What follows belongs to an exercise in optimizing a design on an open flow for small area and a short achievable clock period; a production flow would make more cautious choices. No run shown here included a check of the RTL's function; only the layout flow was run. Power and IR drop assume default switching activity.

**flow/config.mk**
```make
export PLATFORM = sky130hd
export DESIGN_NAME = yuv422_to_rgb
export DESIGN_NICKNAME = yuv422_to_rgb
export VERILOG_FILES = /design/flow/design.v
export SDC_FILE = /design/flow/constraint.sdc
export NUM_CORES = 4
export LEC_CHECK = 0
export ABC_AREA = 1
export CAP_MARGIN = 20
export CORE_MARGIN = 2
export CORE_UTILIZATION = 40
export SETUP_SLACK_MARGIN = 1.9
export SLEW_MARGIN = 20
```
**flow/constraint.sdc**
```tcl
create_clock -name core_clock -period 4.5 [get_ports {clk}]
set_input_delay 0.9000 -clock core_clock [delete_from_list [all_inputs] [get_ports {clk}]]
set_output_delay 0.9000 -clock core_clock [all_outputs]
set_load 0.01 [all_outputs]
```
**flow/design.v**
```verilog
module yuv422_to_rgb
(
    input       wire        clk     ,
    input       wire        cke     ,
    input       wire        yuv_hs  ,
    input       wire        yuv_vs  ,
    input       wire        yuv_de  ,
    input       wire [9 :0] yuv_y   ,
    input       wire [9 :0] yuv_c   ,
    output      wire        rgb_hs  ,
    output      wire        rgb_vs  ,
    output      wire        rgb_de  ,
    output      wire [23:0] rgb_dat
);
wire [7:0] y8 = yuv_y[9:2];
wire [7:0] c8 = yuv_c[9:2];
wire [7:0] y_cl = (y8[7:4] == 4'd0) ? 8'd16 : (y8 > 8'd235) ? 8'd235 : y8;
wire [7:0] c_cl = (c8[7:4] == 4'd0) ? 8'd16 : (c8[7:4] == 4'd15) ? 8'd239 : c8;
reg        cr;
reg  [7:0] y1, c1, s2_y, cbuf, s3_y, p_u, p_v;
reg [12:0] p_25u;      
reg  [6:0] t_l;  reg t_c;  reg [8:0] t_h;
reg  [9:0] p_l;  reg p_c;  reg [7:0] p_h;
reg  [5:0] m_l;  reg m_c;  reg [6:0] m_h;
reg  [7:0] s3_u;
reg  [9:0] g_h, b4_h;
reg  [3:0] g_c;  reg [1:0] b4_c;
reg  [7:0] s5_r, s6_r, s6_g, s6_b;
reg  [2:0] sy1, sy2, sy3, sy4, sy5, sy6;
wire [15:0] tyh;
assign tyh[0] = 16'h0000 >> s3_y[7:4];
assign tyh[1] = 16'h0000 >> s3_y[7:4];
assign tyh[2] = 16'h0000 >> s3_y[7:4];
assign tyh[3] = 16'h0000 >> s3_y[7:4];
assign tyh[4] = 16'haaaa >> s3_y[7:4];
assign tyh[5] = 16'hcccc >> s3_y[7:4];
assign tyh[6] = 16'h5a5a >> s3_y[7:4];
assign tyh[7] = 16'h936c >> s3_y[7:4];
assign tyh[8] = 16'hb6da >> s3_y[7:4];
assign tyh[9] = 16'hdb6c >> s3_y[7:4];
assign tyh[10] = 16'h1c70 >> s3_y[7:4];
assign tyh[11] = 16'hb52a >> s3_y[7:4];
assign tyh[12] = 16'h264c >> s3_y[7:4];
assign tyh[13] = 16'h3870 >> s3_y[7:4];
assign tyh[14] = 16'h3f80 >> s3_y[7:4];
assign tyh[15] = 16'hc000 >> s3_y[7:4];
wire [11:0] tyl;
assign tyl[0] = 16'haaaa >> s3_y[3:0];
assign tyl[1] = 16'hcccc >> s3_y[3:0];
assign tyl[2] = 16'h5a5a >> s3_y[3:0];
assign tyl[3] = 16'h936c >> s3_y[3:0];
assign tyl[4] = 16'hb6da >> s3_y[3:0];
assign tyl[5] = 16'hdb6c >> s3_y[3:0];
assign tyl[6] = 16'h1c70 >> s3_y[3:0];
assign tyl[7] = 16'hb52a >> s3_y[3:0];
assign tyl[8] = 16'h264c >> s3_y[3:0];
assign tyl[9] = 16'h3870 >> s3_y[3:0];
assign tyl[10] = 16'h3f80 >> s3_y[3:0];
assign tyl[11] = 16'hc000 >> s3_y[3:0];
wire [17:0] tph;
assign tph[0] = 16'h0000 >> p_v[7:4];
assign tph[1] = 16'h0000 >> p_v[7:4];
assign tph[2] = 16'h0000 >> p_v[7:4];
assign tph[3] = 16'h0000 >> p_v[7:4];
assign tph[4] = 16'h2aaa >> p_v[7:4];
assign tph[5] = 16'h4ccc >> p_v[7:4];
assign tph[6] = 16'h0f0f >> p_v[7:4];
assign tph[7] = 16'h0ff0 >> p_v[7:4];
assign tph[8] = 16'h5aaa >> p_v[7:4];
assign tph[9] = 16'h3999 >> p_v[7:4];
assign tph[10] = 16'h52d2 >> p_v[7:4];
assign tph[11] = 16'h631c >> p_v[7:4];
assign tph[12] = 16'h294a >> p_v[7:4];
assign tph[13] = 16'h18c6 >> p_v[7:4];
assign tph[14] = 16'h2d6b >> p_v[7:4];
assign tph[15] = 16'h318c >> p_v[7:4];
assign tph[16] = 16'h41f0 >> p_v[7:4];
assign tph[17] = 16'h7e00 >> p_v[7:4];
wire [13:0] tpl;
assign tpl[0] = 16'haaaa >> p_v[3:0];
assign tpl[1] = 16'hcccc >> p_v[3:0];
assign tpl[2] = 16'hf0f0 >> p_v[3:0];
assign tpl[3] = 16'hff00 >> p_v[3:0];
assign tpl[4] = 16'haaaa >> p_v[3:0];
assign tpl[5] = 16'h6666 >> p_v[3:0];
assign tpl[6] = 16'hb4b4 >> p_v[3:0];
assign tpl[7] = 16'hc738 >> p_v[3:0];
assign tpl[8] = 16'had6a >> p_v[3:0];
assign tpl[9] = 16'h9ce6 >> p_v[3:0];
assign tpl[10] = 16'hd6b4 >> p_v[3:0];
assign tpl[11] = 16'he738 >> p_v[3:0];
assign tpl[12] = 16'h07c0 >> p_v[3:0];
assign tpl[13] = 16'hf800 >> p_v[3:0];
wire [7:0]  t_lo = tyh[6:0] + tyl[6:0];
wire [8:0]  t_hi = tyh[15:7] + tyl[11:7];
wire [10:0] p_lo = tph[9:0] + tpl[9:0];
wire [7:0]  p_hi = tph[17:10] + tpl[13:10];
wire [12:0] u25  = {cbuf, 4'b0000} + {cbuf, 3'b000} + cbuf;
wire [6:0]  m_lo = p_v[5:0] + p_25u[5:0];
wire [6:0]  m_hi = p_v[7:6] + p_25u[12:6];
wire [19:0] r_sum = {1'b0, t_h, t_l, 2'b00} + {1'b0, p_h, p_l} + {t_c, 9'd0} + {p_c, 10'd0};
wire [13:0] g_lo = {t_l, 3'b000} + {4'b0000, ~p_l} + {~m_l, 4'b0000} + {t_c, 10'd0} + {~p_c, 10'd0} + {~m_c, 10'd0} + 14'd2129;
wire [9:0]  ga = {1'b0, t_h};
wire [9:0]  gb = {2'b00, ~p_h};
wire [9:0]  gm = {3'b000, ~m_h};
wire [9:0]  gs1 = ga ^ gb ^ gm;
wire [9:0]  gc1 = {(ga[8:0] & gb[8:0]) | (ga[8:0] & gm[8:0]) | (gb[8:0] & gm[8:0]), 1'b0};
wire [9:0]  gk = 10'd20;
wire [9:0]  gs2 = gs1 ^ gc1 ^ gk;
wire [9:0]  gc2 = {(gs1[8:0] & gc1[8:0]) | (gs1[8:0] & gk[8:0]) | (gc1[8:0] & gk[8:0]), 1'b0};
wire [9:0]  g_hi = gs2 + gc2;
wire [8:0]  b4_lo = t_l + {1'b0, s3_u[7:2]} + {s3_u[5:0], 1'b0} + {t_c, 7'd0} + 7'd16;
wire [9:0]  b4_hi = t_h + {s3_u, 1'b0} + s3_u[7:6] - 10'd21;
function [7:0] sat;
    input [9:0] z;
    sat = z[9] ? 8'd255 : (z[8] ? z[7:0] : 8'd0);
endfunction
always @(posedge clk) begin
    if (cke) begin
        y1   <= y_cl;
        c1   <= c_cl;
        s2_y <= y1;
        cr   <= sy1[0] & ~cr;
        if (sy1[0] & ~cr) cbuf <= c1;
        if (sy1[0] &  cr) begin
            p_u   <= cbuf;
            p_v   <= c1;
            p_25u <= u25;
        end
        s3_y <= s2_y;
        t_l <= t_lo[6:0];  t_c <= t_lo[7];   t_h <= t_hi;
        p_l <= p_lo[9:0];  p_c <= p_lo[10];  p_h <= p_hi;
        m_l <= m_lo[5:0];  m_c <= m_lo[6]; m_h <= m_hi;
        s3_u <= p_u;
        s5_r <= sat(r_sum[18:9]);
        g_h  <= g_hi;   g_c  <= g_lo[13:10];
        b4_h <= b4_hi;  b4_c <= b4_lo[8:7];
        s6_r <= s5_r;
        s6_g <= sat(g_h + g_c);
        s6_b <= sat(b4_h + b4_c);
        sy1 <= {yuv_hs, yuv_vs, yuv_de};
        sy2 <= sy1; sy3 <= sy2; sy4 <= sy3; sy5 <= sy4; sy6 <= sy5;
    end
end
assign {rgb_hs, rgb_vs, rgb_de} = sy6;
assign rgb_dat = {s6_r, s6_g, s6_b};
endmodule
```
**flow/flow/run.sh**
```bash
#!/bin/bash
# Standard ORFS layout (the standard.sh) with changes that do not touch the design:
#  - ports are buffered with buf_2 instead of the default delay-cell choice
#  - CTS: no dummy load cells, chosen clock buffers and sink cluster size
set -o pipefail
export BUFFER_PORTS_ARGS="-buffer_cell sky130_fd_sc_hd__buf_2"
export CTS_ARGS="-sink_clustering_enable -repair_clock_nets -dont_use_dummy_load -buf_list sky130_fd_sc_hd__clkbuf_8 -sink_clustering_size 16 -sink_clustering_max_diameter 100"
bash standard.sh > standard.log 2>&1
```
**flow/standard.sh**
```bash
#!/bin/bash
# synth_recipe.tcl (not shown) runs the flow's synth.tcl, then flattens the netlist and writes it again
# the make line also repeats each setting of config.mk as NAME=value (left out here)
make -C /OpenROAD-flow-scripts/flow DESIGN_CONFIG=/design/flow/config.mk WORK_HOME=/design/flow/orfs CLKGATE_MAP_FILE= SYNTH_SCRIPT=/design/flow/synth_recipe.tcl "${@:-finish}"
```
==> notes.md, run 1 <==
outcome no timing/DRC/antenna violations; clock buffer depth 3; post-synthesis sequential element count 201; clock sink count 201; Mapped Nets 1464; Inserted Diodes 0; Mapped Area 12790 sq um; GRT Util Overall 14.66%; Final HPWL DP 17530 microns; most frequent cells after synthesis nand2_1, inv_1, edfxtp_1, ha_1, a21oi_1; Final GP Congestion 0.8521; CTS H-tree depth 1; RSZ-0062 raised after global routing true; port buffer count 47; most common cell in the netlist nand2_1; worst path arrival time 2860 ps; P_leak 6.628 nW; initial antenna violation count 0; Root Buffer clkbuf_8; chip width 182.9 microns; largest net degree at the start of global routing 142; Post-DRT Antenna Nets 0; Critical Path RT 4750 ps; GRT overflow 0; Total Power 0.006190 W; DRT iter0 DRCs 478; DRC errors left 0; Mean Syn Cell Area 10.31 sq um; FF+latch area 6036 sq um; fin crit share 57.98%; CTS tree built; Least-Margin Pin Slew 1059 ps; hold endpoint s3_y[4]; Die Area 33430 sq um; worst r2r path cells 11; crit start category flip-flop; Post-DP Area 13510 sq um; setup TNS 0 ps; first-pass GRT wire length 39540 microns; Yosys warnings 1; Core Footprint 31560 sq um; # fillers 2927; fin nets 1576; pwr/cell area 422.4 nW/um^2; IR drop worst, VDD 0.2023 mV; Setup Viol. Count Final 0; Synth-to-Final Area Change 14.52%; worst reg2reg endpoint g_h[6]; # IOs 52; Max-Cap Viols 0; Avg WL per Cell 14.00 microns; Chip Height 182.9 microns; fmax 383.3 MHz; Core Rows 65; dominant synthesized flop cell edfxtp_1; R2R Setup Slk 1890 ps; DR vias 8482; worst hold-check path type reg -> reg; Slew Limit Headroom 28.83%; First-pass DRT Iterations 5; area leader, netlist edfxtp_1; CP Class reg -> reg; hold path start s2_y[4]; TritonCTS Buffers 16; final hold vios 0; post-route minimum period 2609 ps; share of post-route cells with drive strength above 1 18.58%; Distinct cells, synth 47; Post-synth EDFFs 201; CTS clk-pin slew, worst paths 100 ps; final WL 24550 microns; Synth top area share 47.17%; final instance area 14650 sq um; Hold Crit Depth 0; worst-path maximum fanout 2; Slew Viols, Final 0; FFs w/ async S/R, synth 0%; Vias/cell 4.839; multi-input logic area 6376 sq um; dominant cells by area after synthesis edfxtp_1, ha_1, nand2_1; register area share after synthesis 47.17%; Post-Synthesis Cells 1241; Starting Density 40.55%; CP Capture Type flip-flop; r2r startpoint t_h[2]; Worst-Skew Late Latency 530 ps; skew final 41.51 ps; vias in the first global route 8080
## routing by layer
| metal | GRT usage, % | vias up | part of all wire [%] |
|---|---|---|---|
| met3 | 1.847 | 33 | 3.3 |
| li1 | - | 4350 | - |
| met4 | 3.936 | 0 | 2.3 |
| met5 | 0 | - | 0 |
| met1 | 18.86 | 3949 | 45 |
| met2 | 26.10 | 150 | 50 |
## critical path, cell delays in order, from the launching register on
cell and delay, ps:
edfxtp_1 450, inv_2 80, fa_1 420, ha_1 300, inv_2 50, ha_4 150, fa_2 350, nand3_2 90
nand2_2 70, buf_4 130, buf_4 120, xor2_1 130
## cell usage in the layout, fill, tap and decap left out, types with 7 or more instances in the layout
cell      instances
o21ai_0          24
nand3_1          58
ha_1            133
nand3_2           7
inv_1           194
nand2_2          14
nand2_1         222
nor3_2            8
a21oi_1          59
xnor2_1          15
nor2_1           54
ha_4             23
o21ai_2           7
a21oi_2          10
xor2_1           47
buf_4            55
buf_2            46
inv_2            20
edfxtp_1        201
nor2_2           12
nand4_1          15
fa_1             29
fa_2              7
o21ai_1          13
clkbuf_8         16
## cell families (layout without fill, tap and decap cells)
group	count (synthesis)	count (layout)	share of synthesized area (%)
fa+ha+maj	198	198	21.47
buf+inv	227	337	6.826
xor+xnor	63	63	4.371
flops	201	201	47.17
compound gates	139	139	6.083
simple gates	413	413	14.07
## repair_timing
action	in CTS	in global routing
setup buffers	28	29
gates resized for setup	21	94
endpoints found under the hold margin	0	0
pin swaps	13	36
endpoints found under the setup margin	24	30
gates cloned	0	0
hold buffers	0	0
## where the power goes
part | internal, W | switching (W) | total (W) | leakage (nW)
clock network | 0.000322 | 0.000569 | 0.000891 | 0.115
logic | 0.00115 | 0.00150 | 0.00265 | 4.57
registers | 0.00249 | 0.000161 | 0.00265 | 1.95
## state kept, by name (all words and copies together), names as in the netlist, 9 cells and up
name	count
g_h	10
p_l	10
b4_h	10
p_25u	10
t_h	9
## cell type report
type | count | area share [%]
clock buffers | 16 | 1.503
inverters | 215 | 5.525
multi-input cells | 813 | 43.51
flip-flops and latches | 201 | 41.19
well taps | 402 | 3.433
repair buffers | 106 | 4.833
## through the flow
stage	hold slack (ps)	util (%)	cells	worst slack [ps]
detailed placement	404.5	42.80	1680	1640
floorplan	400.3	-	1241	1947
CTS	413.5	44.62	1724	1856
finish	416.3	46.44	1753	1891
global route	425.9	46.44	1753	1753
global placement	400.7	42.80	1680	1664
## worst max path at each step
stage	from	endpoint	cells after the start	slack [ps]
2_1_floorplan	s3_y[5]	t_h[6]	12	1950
3_3_place_gp	p_v[1]	p_h[6]	13	1660
3_5_place_dp	p_v[1]	p_h[6]	13	1640
4_1_cts	t_h[2]	g_h[8]	12	1860
5_1_grt	t_h[2]	g_h[8]	12	1750
6_report	t_h[2]	g_h[6]	11	1890
==> inputs of run 2 (changes only) <==
--- a/flow/config.mk
+++ b/flow/config.mk
@@ -9,5 +9,5 @@
 export CAP_MARGIN = 20
 export CORE_MARGIN = 2
 export CORE_UTILIZATION = 40
-export SETUP_SLACK_MARGIN = 1.9
+export SETUP_SLACK_MARGIN = 2.0
 export SLEW_MARGIN = 20
==> run 2 against run 1 <==
  * Utilization increased by 1.8 points
  * Via count increased by 1.1%
  * Still clean
  * Synthesized cell count unchanged
  * Clock skew decreased by 18 ps
  * Count of clock-buffer cells in the layout unchanged
  * Sequential power about the same
  * Clock power about the same
  * Critical path depth unchanged
  * Sequential share of layout area decreased by 1.6 points
  * Non-clock buffer count increased by 25
==> notes.md, run 2 <==
TritonCTS Buffers 16 (unchanged); Slew Viols, Final 0 (unchanged); met2 Resource Use GR 26.27% (+0.17 points); Yosys warnings 1 (unchanged); Final GP Congestion 0.8529 (about the same); Root Buffer clkbuf_8; Most common cell on crit path nor2_1; Post-DRT Antenna Nets 0 (unchanged); Chip Height 182.9 microns (unchanged); share of post-route cells with drive strength above 1 25.58% (+7.0 points); post-route minimum period 2595 ps (-14.37 ps); worst hold-check path type reg -> reg; outcome no timing/DRC/antenna violations; Avg WL per Cell 14.23 microns (+1.6%); Critical Path RT 4780 ps (+30 ps); first-pass GRT wire length 39590 microns (+0.11%); Post-synth EDFFs 201 (unchanged); FFs w/ async S/R, synth 0% (unchanged); Final HPWL DP 17380 microns (-0.89%); hold buffers post-CTS 0 (unchanged); clock sink count 201 (unchanged); GRT Util Overall 14.65% (about the same); # IOs 52 (unchanged); area leader, netlist edfxtp_1; crit start category flip-flop; Worst-Skew Late Latency 530 ps (about the same); skew final 23.28 ps (-18.24 ps); most frequent cells after synthesis nand2_1, inv_1, edfxtp_1, ha_1, a21oi_1; met3 Usage GRT 1.708% (-0.14 points); CTS clk-pin slew, worst paths 100 ps (about the same); Mean Syn Cell Area 10.31 sq um (unchanged); Inserted Diodes 0 (unchanged); CP top delay family adder cells; worst path arrival time 2880 ps (+20 ps); initial antenna violation count 0 (unchanged); Worst Path Buf+Inv 1 (-3); Synth top area share 47.17% (unchanged); fmax 385.4 MHz (+0.55%); chip width 182.9 microns (unchanged); Setup Viol. Count Final 0 (unchanged); Mapped Nets 1464 (unchanged); final instance area 15230 sq um (+3.9%); CP Class reg -> reg; largest net degree at the start of global routing 168 (+18%); worst-path maximum fanout 2 (unchanged); Post-Synthesis Cells 1241 (unchanged); Least-Margin Pin Slew 1076 ps (+16.99 ps); commonest cells after routing, fill and taps aside nand2_1, edfxtp_1, inv_1; RSZ-0062 raised after global routing true; Starting Density 40.55% (unchanged); Distinct cells, synth 47 (unchanged); DRT iter0 DRCs 480 (+0.42%); dominant synthesized flop cell edfxtp_1; Vias/cell 4.823 (-0.31%); Worst path slowest cell fa_1; vias in the first global route 8096 (+0.20%); Synth-to-Final Area Change 19.03%; dominant cells by area after synthesis edfxtp_1, ha_1, nand2_1; Core Footprint 31560 sq um (unchanged); gr busiest metal met2; Worst path max stage delay 510 ps (+60 ps); commonest non-fill, non-tap cell in the layout nand2_1; CP Capture Type flip-flop; final worst slack 1905 ps (+14.37 ps); CTS tree built; Max-Cap Viols 0 (unchanged); Core Rows 65 (unchanged); GRT overflow 0 (unchanged); final WL 25300 microns (+3.1%); pre-CTS setup slack 1685 ps (+45.87 ps); pwr/cell area 424.9 nW/um^2 (+0.59%); Mapped Area 12790 sq um (unchanged); fin crit share 57.66% (-0.32 points); IR drop worst, VDD 0.2100 mV (+3.8%); most common cell in the netlist nand2_1; register area share after synthesis 47.17% (unchanged); setup TNS 0 ps (unchanged); Slew Limit Headroom 28.24% (-0.59 points); post-synthesis sequential element count 201 (unchanged); final hold vios 0 (unchanged); Die Area 33430 sq um (unchanged); crit path cell chain fa_1 > ha_1 > inv_2 > ha_4 > fa_2 > nand3_2 > nand2_2 > a21oi_2 > nor2_1 > nor2_1 > xnor2_1; CTS H-tree depth 1 (unchanged); port buffer count 47 (unchanged); fin nets 1601 (+1.6%); Post-DP Area 13520 sq um (+0.14%); DRC errors left 0 (unchanged); P_leak 6.788 nW (+2.4%); clock buffer depth 3 (unchanged); First-pass DRT Iterations 5 (unchanged); met1 Track Usage GR 18.94% (+0.077 points); DR vias 8576 (+1.1%)
## run 2: final cells by class
| class | instances | area [sq um] |
|---|---|---|
| multi-input combinational | 813 | 6725 |
| fill | 2887 | 16330 |
| tap | 402 | 503.0 |
| inverter | 215 | 814.5 |
| sequential | 201 | 6036 |
| timing repair buffer | 131 | 930.9 |
| clock buffer | 16 | 220.2 |
## run 2: cell families after synthesis
| kind of cell | count (synthesis) | share of synthesized area (%) |
|---|---|---|
| xor gates and xnor gates | 63 | 4.371 |
| DFF | 201 | 47.17 |
| and+or+nand+nor | 413 | 14.07 |
| AOI/OAI and AO/OA | 139 | 6.083 |
| buffers and inverters | 227 | 6.826 |
| adders and majority gates | 198 | 21.47 |
## run 2: path summary, 6_finish.rpt
path / start / slack [ps] / endpoint / cells past startpoint
setup / recovery: p_h[2] / 1910 / g_h[8] / 11
hold / removal: s2_y[6] / 410 / s3_y[6] / 0
setup reg to reg: p_h[2] / 1910 / g_h[8] / 11
hold reg to reg: s2_y[6] / 410 / s3_y[6] / 0
## run 2: metrics by stage
step                      std cells  hold WS [ps]  total power (W)  utilization (%)
after floorplan                1241         400.3         0.004353                -
after global placement         1680         401.1         0.004868            42.86
after detailed placement       1680         404.5         0.004910            42.86
after CTS                      1741         410.7         0.006048            45.27
after global routing           1778         432.0         0.006984            48.26
final                          1778         410.4         0.006471            48.26
## run 2: repair_timing
item	in CTS	in global routing
setup buffers	45	37
pin swaps	23	80
cloned	0	0
endpoints found under the setup margin	31	31
resized for setup	49	169
hold endpoints to repair	0	0
## run 2: routing by layer
layer	vias to the layer above	part of all wire [%]	wire length, microns
li1	4406	-	-
met1	3981	44	11080
met4	0	2.3	581
met2	155	50	12730
met3	34	3.5	898
met5	-	0	0
## run 2: power breakdown
part           total [W]  internal (W)  leakage [nW]  switching (W)
combinational    0.00292       0.00130          4.73        0.00163
sequential       0.00266       0.00249          1.95       0.000163
clock           0.000892      0.000322         0.115       0.000570
## run 2: worst register-to-register path, cell delays in order (launching register included)
cell	delay [ps]
edfxtp_1	470
fa_1	510
ha_1	300
inv_2	50
ha_4	150
fa_2	350
nand3_2	70
nand2_2	70
a21oi_2	140
nor2_1	60
nor2_1	110
xnor2_1	90
==> inputs of run 3 (changes only) <==
--- a/flow/design.v
+++ b/flow/design.v
@@ -23,9 +23,9 @@
 reg  [9:0] p_l;  reg p_c;  reg [7:0] p_h;
 reg  [5:0] m_l;  reg m_c;  reg [6:0] m_h;
 reg  [7:0] s3_u;
-reg  [9:0] g_h, b4_h;
-reg  [3:0] g_c;  reg [1:0] b4_c;
-reg  [7:0] s5_r, s6_r, s6_g, s6_b;
+reg  [9:0] r_h, g_h, b4_h;
+reg  [2:0] r_c;  reg [3:0] g_c;  reg [1:0] b4_c;
+reg  [7:0] s6_r, s6_g, s6_b;
 reg  [2:0] sy1, sy2, sy3, sy4, sy5, sy6;
 wire [15:0] tyh;
 assign tyh[0] = 16'h0000 >> s3_y[7:4];
@@ -98,7 +98,8 @@
 wire [12:0] u25  = {cbuf, 4'b0000} + {cbuf, 3'b000} + cbuf;
 wire [6:0]  m_lo = p_v[5:0] + p_25u[5:0];
 wire [6:0]  m_hi = p_v[7:6] + p_25u[12:6];
-wire [19:0] r_sum = {1'b0, t_h, t_l, 2'b00} + {1'b0, p_h, p_l} + {t_c, 9'd0} + {p_c, 10'd0};
+wire [11:0] r_lo = {t_l, 2'b00} + p_l + {p_c, t_c, 9'd0};
+wire [9:0]  r_hi = t_h + {p_h, 1'b0};
 wire [13:0] g_lo = {t_l, 3'b000} + {4'b0000, ~p_l} + {~m_l, 4'b0000} + {t_c, 10'd0} + {~p_c, 10'd0} + {~m_c, 10'd0} + 14'd2129;
 wire [9:0]  ga = {1'b0, t_h};
 wire [9:0]  gb = {2'b00, ~p_h};
@@ -132,10 +133,10 @@
         p_l <= p_lo[9:0];  p_c <= p_lo[10];  p_h <= p_hi;
         m_l <= m_lo[5:0];  m_c <= m_lo[6]; m_h <= m_hi;
         s3_u <= p_u;
-        s5_r <= sat(r_sum[18:9]);
+        r_h  <= r_hi;   r_c  <= r_lo[11:9];
         g_h  <= g_hi;   g_c  <= g_lo[13:10];
         b4_h <= b4_hi;  b4_c <= b4_lo[8:7];
-        s6_r <= s5_r;
+        s6_r <= sat(r_h + r_c);
         s6_g <= sat(g_h + g_c);
         s6_b <= sat(b4_h + b4_c);
         sy1 <= {yuv_hs, yuv_vs, yuv_de};
--- a/flow/config.mk
+++ b/flow/config.mk
@@ -9,5 +9,5 @@
 export CAP_MARGIN = 20
 export CORE_MARGIN = 2
 export CORE_UTILIZATION = 40
-export SETUP_SLACK_MARGIN = 2.0
+export SETUP_SLACK_MARGIN = 1.9
 export SLEW_MARGIN = 20
==> run 3 against run 2 <==
  * Critical path type unchanged
  * Final cell count is 2.0% lower
  * Maximum frequency is 2.1% higher
  * Highest routed layer unchanged
  * Critical path depth fell by 1
  * Largest power group is now sequential cells
==> notes.md, run 3 <==
WHS 417.9 ps (+7.519 ps); Core Rows 65 (unchanged); most common cell in the netlist nand2_1; Mapped Area 12840 sq um (+0.34%); area leader, netlist edfxtp_1; register area share after synthesis 48.18% (+1.0 points); Final GP Congestion 0.8579 (+0.59%); DRT iter0 DRCs 344 (-28%); vias in the first global route 7848 (-3.1%); Worst path slowest cell fa_1; fmax 393.5 MHz (+2.1%); commonest cells after routing, fill and taps aside nand2_1, inv_1, edfxtp_1; First-pass DRT Iterations 5 (unchanged); CP Capture Type flip-flop; final instance area 14260 sq um (-6.4%); largest net degree at the start of global routing 76 (-55%); Distinct cells, synth 41 (-13%); Worst path max stage delay 530 ps (+20 ps); hold buffers post-CTS 0 (unchanged); worst-path maximum fanout 4 (+2); worst reg2reg endpoint g_c[1]; Critical Path RT 4760 ps (-20 ps); Mapped Nets 1464 (unchanged); post-synthesis sequential element count 206 (+2.5%); CTS clk-pin slew, worst paths 100 ps (about the same); most frequent cells after synthesis nand2_1, inv_1, edfxtp_1, ha_1, nand3_1; Root Buffer clkbuf_8; dominant synthesized flop cell edfxtp_1; final worst slack 1959 ps (+53.24 ps); worst hold-check path type reg -> reg; Synth top area share 48.18% (+1.0 points); GRT Util Overall 13.82% (-0.83 points); CTS tree built; Mean Syn Cell Area 10.26 sq um (-0.46%); Slew Viols, Final 0 (unchanged); Starting Density 40.69% (+0.14 points); fin nets 1555 (-2.9%); Hold Crit Depth 0 (unchanged); Worst-Skew Late Latency 510 ps (-20 ps); clock buffer depth 3 (unchanged); R2R Setup Slk 1960 ps (+50 ps); pwr/cell area 408.5 nW/um^2 (-3.9%); Core Footprint 31560 sq um (unchanged); DR vias 8314 (-3.1%); initial antenna violation count 0 (unchanged); post-route minimum period 2541 ps (-53.24 ps); dominant cells by area after synthesis edfxtp_1, ha_1, nand2_1; r2r startpoint t_c; TritonCTS Buffers 16 (unchanged); pre-CTS setup slack 1756 ps (+70.52 ps); Avg WL per Cell 13.17 microns (-7.4%); CTS H-tree depth 1 (unchanged); # IOs 52 (unchanged); hold path start s2_y[3]; Synth-to-Final Area Change 11.04%; Final HPWL DP 17480 microns (+0.60%); P_leak 6.483 nW (-4.5%); Least-Margin Pin Slew 915.6 ps (-160.7 ps); RSZ-0062 raised after global routing true; chip width 183.2 microns (+0.17%); Vias/cell 4.773 (-1.1%); final hold vios 0 (unchanged); crit start category flip-flop; setup TNS 0 ps (unchanged); hold endpoint s3_y[3]; worst r2r path cells 10 (-1); worst path arrival time 2810 ps (-70 ps); DRC errors left 0 (unchanged); Die Area 33550 sq um (+0.33%); Setup Viol. Count Final 0 (unchanged); Post-synth EDFFs 206 (+2.5%); crit path cell chain inv_1 > fa_1 > inv_1 > ha_4 > ha_4 > nand2_1 > nor2_2 > nand4_1 > nand4_1 > nand2_1; skew final 11.32 ps (-11.96 ps); Inserted Diodes 0 (unchanged); Chip Height 183.2 microns (+0.17%); final WL 22950 microns (-9.3%); commonest non-fill, non-tap cell in the layout nand2_1; fin crit share 56.47% (-1.2 points); Post-Synthesis Cells 1251 (+0.81%); Yosys warnings 1 (unchanged); Post-DRT Antenna Nets 0 (unchanged); final cell count without fillers 1742 (-2.0%); port buffer count 47 (unchanged); FFs w/ async S/R, synth 0% (unchanged); share of post-route cells with drive strength above 1 12.61% (-13 points); Max-Cap Viols 0 (unchanged); first-pass GRT wire length 37400 microns (-5.5%); clock sink count 206 (+2.5%); Post-DP Area 13550 sq um (+0.17%); IR drop worst, VDD 0.1975 mV (-5.9%); placed insts 1690 (+0.60%); GRT overflow 0 (unchanged); CP Class reg -> reg; outcome no timing/DRC/antenna violations; Slew Limit Headroom 38.96% (+11 points)
-- run 3: logic make-up after synthesis --
kind of cell             count (synthesis)  synth area share [%]
XOR/XNOR                                55                 3.811
adder cells (fa/ha/maj)                188                 20.43
AND/OR/NAND/NOR                        416                 13.95
flip-flops                             206                 48.18
AO/OA/AOI/OAI                          149                 6.608
buffers and inverters                  237                 7.027
-- run 3: through the flow --
step,util (%),power [W]
final,45.18,0.005823
after global routing,45.18,0.006327
after CTS,43.90,0.005688
after detailed placement,42.93,0.004778
after global placement,42.93,0.004738
after floorplan,-,0.004260
-- run 3: cell type report --
class	instances	area, sq um
clock buffers	16	220.2
multi-input cells	808	5972
flip-flops and latches	206	6186
inverters	224	840.8
well taps	402	503.0
fillers	2939	17300
repair buffers	86	534.3
-- run 3: repair_timing --
item,4_1_cts,5_1_grt
gates cloned,0,0
buffers inserted,11,25
gates resized for setup,4,49
pin swaps,0,9
endpoints found under the setup margin,17,21
-- run 3: worst max path at each step --
stage / from / endpoint / slack (ps) / depth (start not counted)
global placement: p_v[0] / p_h[6] / 1770 / 12
detailed placement: p_v[0] / p_h[6] / 1760 / 12
floorplan: cke / p_25u[10] / 2040 / 2
finish: t_c / g_c[1] / 1960 / 10
CTS: t_l[2] / g_c[3] / 1900 / 11
global route: t_l[6] / g_c[1] / 1870 / 10
-- run 3: worst max-delay path, delay by kind of cell, from the launching register on --
kind	cells	cell delay, ps
adders and majority gates	3	1060
buffers and inverters	2	140
DFF	1	430
and+or+nand+nor	5	670
-- run 3: power breakdown --
group	leakage (nW)	internal (W)	switching [W]	total [W]
Sequential	1.99	0.00254	0.000183	0.00272
Combinational	4.37	0.000941	0.00129	0.00223
Clock	0.115	0.000321	0.000547	0.000869
Total	6.48	0.00380	0.00202	0.00582
-- run 3: per-layer routing --
layer / track usage (%) / vias to the layer above / part of all wire, %
met4: 4.288 / 0 / 2.8
met2: 25.05 / 109 / 49
met3: 1.549 / 31 / 2.5
met5: 0 / - / 0
met1: 17.29 / 3821 / 45
li1: - / 4353 / -
==> inputs of run 4 (changes only) <==
==> flow/flow/run.sh (replaced) <==
#!/bin/bash
# Standard ORFS layout (the standard.sh) with changes that do not touch the design:
#  - ports are buffered with buf_1 instead of the default delay-cell choice
#  - CTS: no dummy load cells, chosen clock buffers and sink cluster size
set -o pipefail
export BUFFER_PORTS_ARGS="-buffer_cell sky130_fd_sc_hd__buf_1"
export CTS_ARGS="-sink_clustering_enable -repair_clock_nets -dont_use_dummy_load -buf_list sky130_fd_sc_hd__clkbuf_8 -sink_clustering_size 16 -sink_clustering_max_diameter 100"
bash standard.sh > standard.log 2>&1
==> run 4 against run 3 <==
  * Utilization shrank 0.49 points
  * Critical endpoint is now g_c[2]
  * Power down 0.87%
  * Setup slack gained 32 ps
==> notes.md, run 4 <==
Final HPWL DP 17380 microns (-0.55%); First-pass DRT Iterations 5 (unchanged); Total Power 0.005773 W (-0.87%); Max-Cap Viols 0 (unchanged); hold path start sy5[2]; CTS H-tree depth 1 (unchanged); Synth top area share 48.18% (unchanged); CP Capture Type flip-flop; pwr/cell area 409.4 nW/um^2 (+0.22%); Post-Synthesis Cells 1251 (unchanged); # fillers 2967 (+0.95%); dominant synthesized flop cell edfxtp_1; final hold vios 0 (unchanged); Chip Height 183.2 microns (unchanged); most frequent cells after synthesis nand2_1, inv_1, edfxtp_1, ha_1, nand3_1; Setup Viol. Count Final 0 (unchanged); area leader, netlist edfxtp_1; commonest non-fill, non-tap cell in the layout nand2_1; Post-DRT Antenna Nets 0 (unchanged); final cell count without fillers 1735 (-0.40%); placed insts 1691 (+0.059%); hold endpoint sy6[2]; outcome no timing/DRC/antenna violations; FFs w/ async S/R, synth 0% (unchanged); Root Buffer clkbuf_8; r2r startpoint t_l[2]; Vias/cell 4.731 (-0.88%); # IOs 52 (unchanged); Yosys warnings 1 (unchanged); crit path cell chain inv_1 > fa_2 > fa_1 > inv_1 > ha_4 > nand2_1 > nor3_2 > nand3_2 > nand4_1 > nand2_1; Mean Syn Cell Area 10.26 sq um (unchanged); Avg WL per Cell 13.01 microns (-1.2%); GRT Util Overall 13.86% (+0.042 points); CP Class reg -> reg; worst reg2reg endpoint g_c[2]; fin nets 1548 (-0.45%); port buffer count 47 (unchanged); fmax 398.5 MHz (+1.3%); Worst path max stage delay 490 ps (-40 ps); Slew Limit Headroom 37.66% (-1.3 points); IR drop worst, VDD 0.1722 mV (-13%); Final GP Congestion 0.8641 (+0.72%); commonest cells after routing, fill and taps aside nand2_1, inv_1, edfxtp_1; Starting Density 40.69% (unchanged); post-synthesis sequential element count 206 (unchanged); worst-path maximum fanout 3 (-1); final WL 22580 microns (-1.6%); Critical Path RT 4770 ps (about the same); Core Rows 65 (unchanged); worst path arrival time 2780 ps (-30 ps); Mapped Nets 1464 (unchanged); post-route minimum period 2509 ps (-32.09 ps); Post-synth EDFFs 206 (unchanged); Die Area 33550 sq um (unchanged); first-pass GRT wire length 37760 microns (+0.96%); dominant cells by area after synthesis edfxtp_1, ha_1, nand2_1; chip width 183.2 microns (unchanged); CTS clk-pin slew, worst paths 100 ps (about the same); Mapped Area 12840 sq um (unchanged); DRT iter0 DRCs 353 (+2.6%); worst r2r path cells 10 (unchanged); Synth-to-Final Area Change 9.833%; Inserted Diodes 0 (unchanged); CTS tree built; Slew Viols, Final 0 (unchanged); setup TNS 0 ps (unchanged); Worst path slowest cell fa_1; most common cell in the netlist nand2_1; clock sink count 206 (unchanged); skew final 16.12 ps (+4.807 ps); initial antenna violation count 0 (unchanged); Worst-Skew Late Latency 510 ps (about the same); Distinct cells, synth 41 (unchanged); R2R Setup Slk 1990 ps (+30 ps); crit start category flip-flop; Least-Margin Pin Slew 935.2 ps (+19.52 ps); RSZ-0062 raised after global routing true; DR vias 8208 (-1.3%); Core Footprint 31560 sq um (unchanged); largest net degree at the start of global routing 78 (+2.6%); worst hold-check path type reg -> reg; register area share after synthesis 48.18% (unchanged); TritonCTS Buffers 16 (unchanged); share of post-route cells with drive strength above 1 8.027% (-4.6 points); GRT overflow 0 (unchanged); hold buffers post-CTS 0 (unchanged); Hold Crit Depth 0 (unchanged); clock buffer depth 3 (unchanged); P_leak 6.327 nW (-2.4%); DRC errors left 0 (unchanged); fin crit share 55.76% (-0.71 points); vias in the first global route 8084 (+3.0%)
run 4: stage by stage:
step,worst slack (ps),hold WS (ps),area [sq um],util [%]
after global routing,1836,432.2,14100,44.69
after global placement,1792,402.4,13490,42.76
after CTS,1906,426.5,13800,43.74
final,1991,422.5,14100,44.69
after floorplan,2037,400.3,12840,-
after detailed placement,1743,404.5,13490,42.76
run 4: worst max-delay path, delay by kind of cell, from the launching register on:
| family | cells | cell delay (ps) |
|---|---|---|
| AND/OR/NAND/NOR | 5 | 570 |
| flip-flops | 1 | 380 |
| adder cells (fa/ha/maj) | 3 | 1170 |
| buffers and inverters | 2 | 150 |
run 4: report_power, final:
part / switching, W / internal (W)
Sequential: 0.000184 / 0.00254
Combinational: 0.00127 / 0.000896
Clock: 0.000564 / 0.000322
Total: 0.00201 / 0.00376
run 4: layer usage:
layer / track usage [%] / up-vias / wire (microns) / share of wire (%)
met5: 0 / - / 0 / 0
met4: 3.680 / 0 / 481 / 2.1
met3: 1.787 / 34 / 692 / 3.1
met2: 25.14 / 100 / 10990 / 49
met1: 17.43 / 3745 / 10410 / 46
li1: - / 4329 / - / -
run 4: worst max-delay path by stage:
stage | startpoint | cells past startpoint | to
6_report | t_l[2] | 10 | g_c[2]
5_1_grt | t_c | 11 | g_c[2]
4_1_cts | t_l[5] | 10 | g_c[2]
3_5_place_dp | p_v[1] | 12 | p_h[6]
3_3_place_gp | t_l[2] | 11 | g_c[3]
2_1_floorplan | cke | 2 | p_25u[10]
run 4: layout make-up:
type                    instances  area (sq um)  share of cell area (%)
clock buffers                  16         220.2                   1.562
inverters                     224         840.8                   5.963
multi-input cells             808          5931                   42.06
flip-flops and latches        206          6186                   43.87
well taps                     402         503.0                   3.567
repair buffers                 79         420.4                   2.981
run 4: repair_timing:
item	in CTS	in global routing
endpoints found under the hold margin	0	0
gates resized for setup	3	39
setup buffers	12	16
pin swaps	0	9
setup endpoints to repair	12	22
run 4: cells by family after synthesis:
logic type | after synthesis | synth area share, %
and+or+nand+nor | 416 | 13.95
buffers and inverters | 237 | 7.027
DFF | 206 | 48.18
adders and majority gates | 188 | 20.43
AOI/OAI and AO/OA | 149 | 6.608
xor gates and xnor gates | 55 | 3.811

[separate check: timing with driven ports]
Ports are ideal in the flow. The routed layouts listed here were re-timed in OpenROAD. Step 1 assumes that a clkbuf_16 drives the clock port and a buf_2 every other input. Step 2 adds t to the input delays and takes it off the output delays; t is the mean of the earliest and latest rising clock arrival at the registers after step 1. Input paths then give back, and output paths get back, about the clock's delay inside the block. a / b / c = ideal ports / drivers / drivers and shift; a / b = the first two.
run	t (ns)	slack for setup (ns)	worst data-port slew with drivers (ns)	pins driven straight from the clock port
run 1	0.549	1.891 / 1.891 / 1.891	0.04	1
run 2	0.558	1.905 / 1.905 / 1.905	0.04	1
run 3	0.542	1.959 / 1.959 / 1.959	0.04	1
run 4	0.548	1.991 / 1.991 / 1.963	0.04	1
After both steps every run listed still meets setup and hold. The setup slack of run 4, which loses most, moves by 0.000 ns with the drivers and by -0.028 ns with both steps.
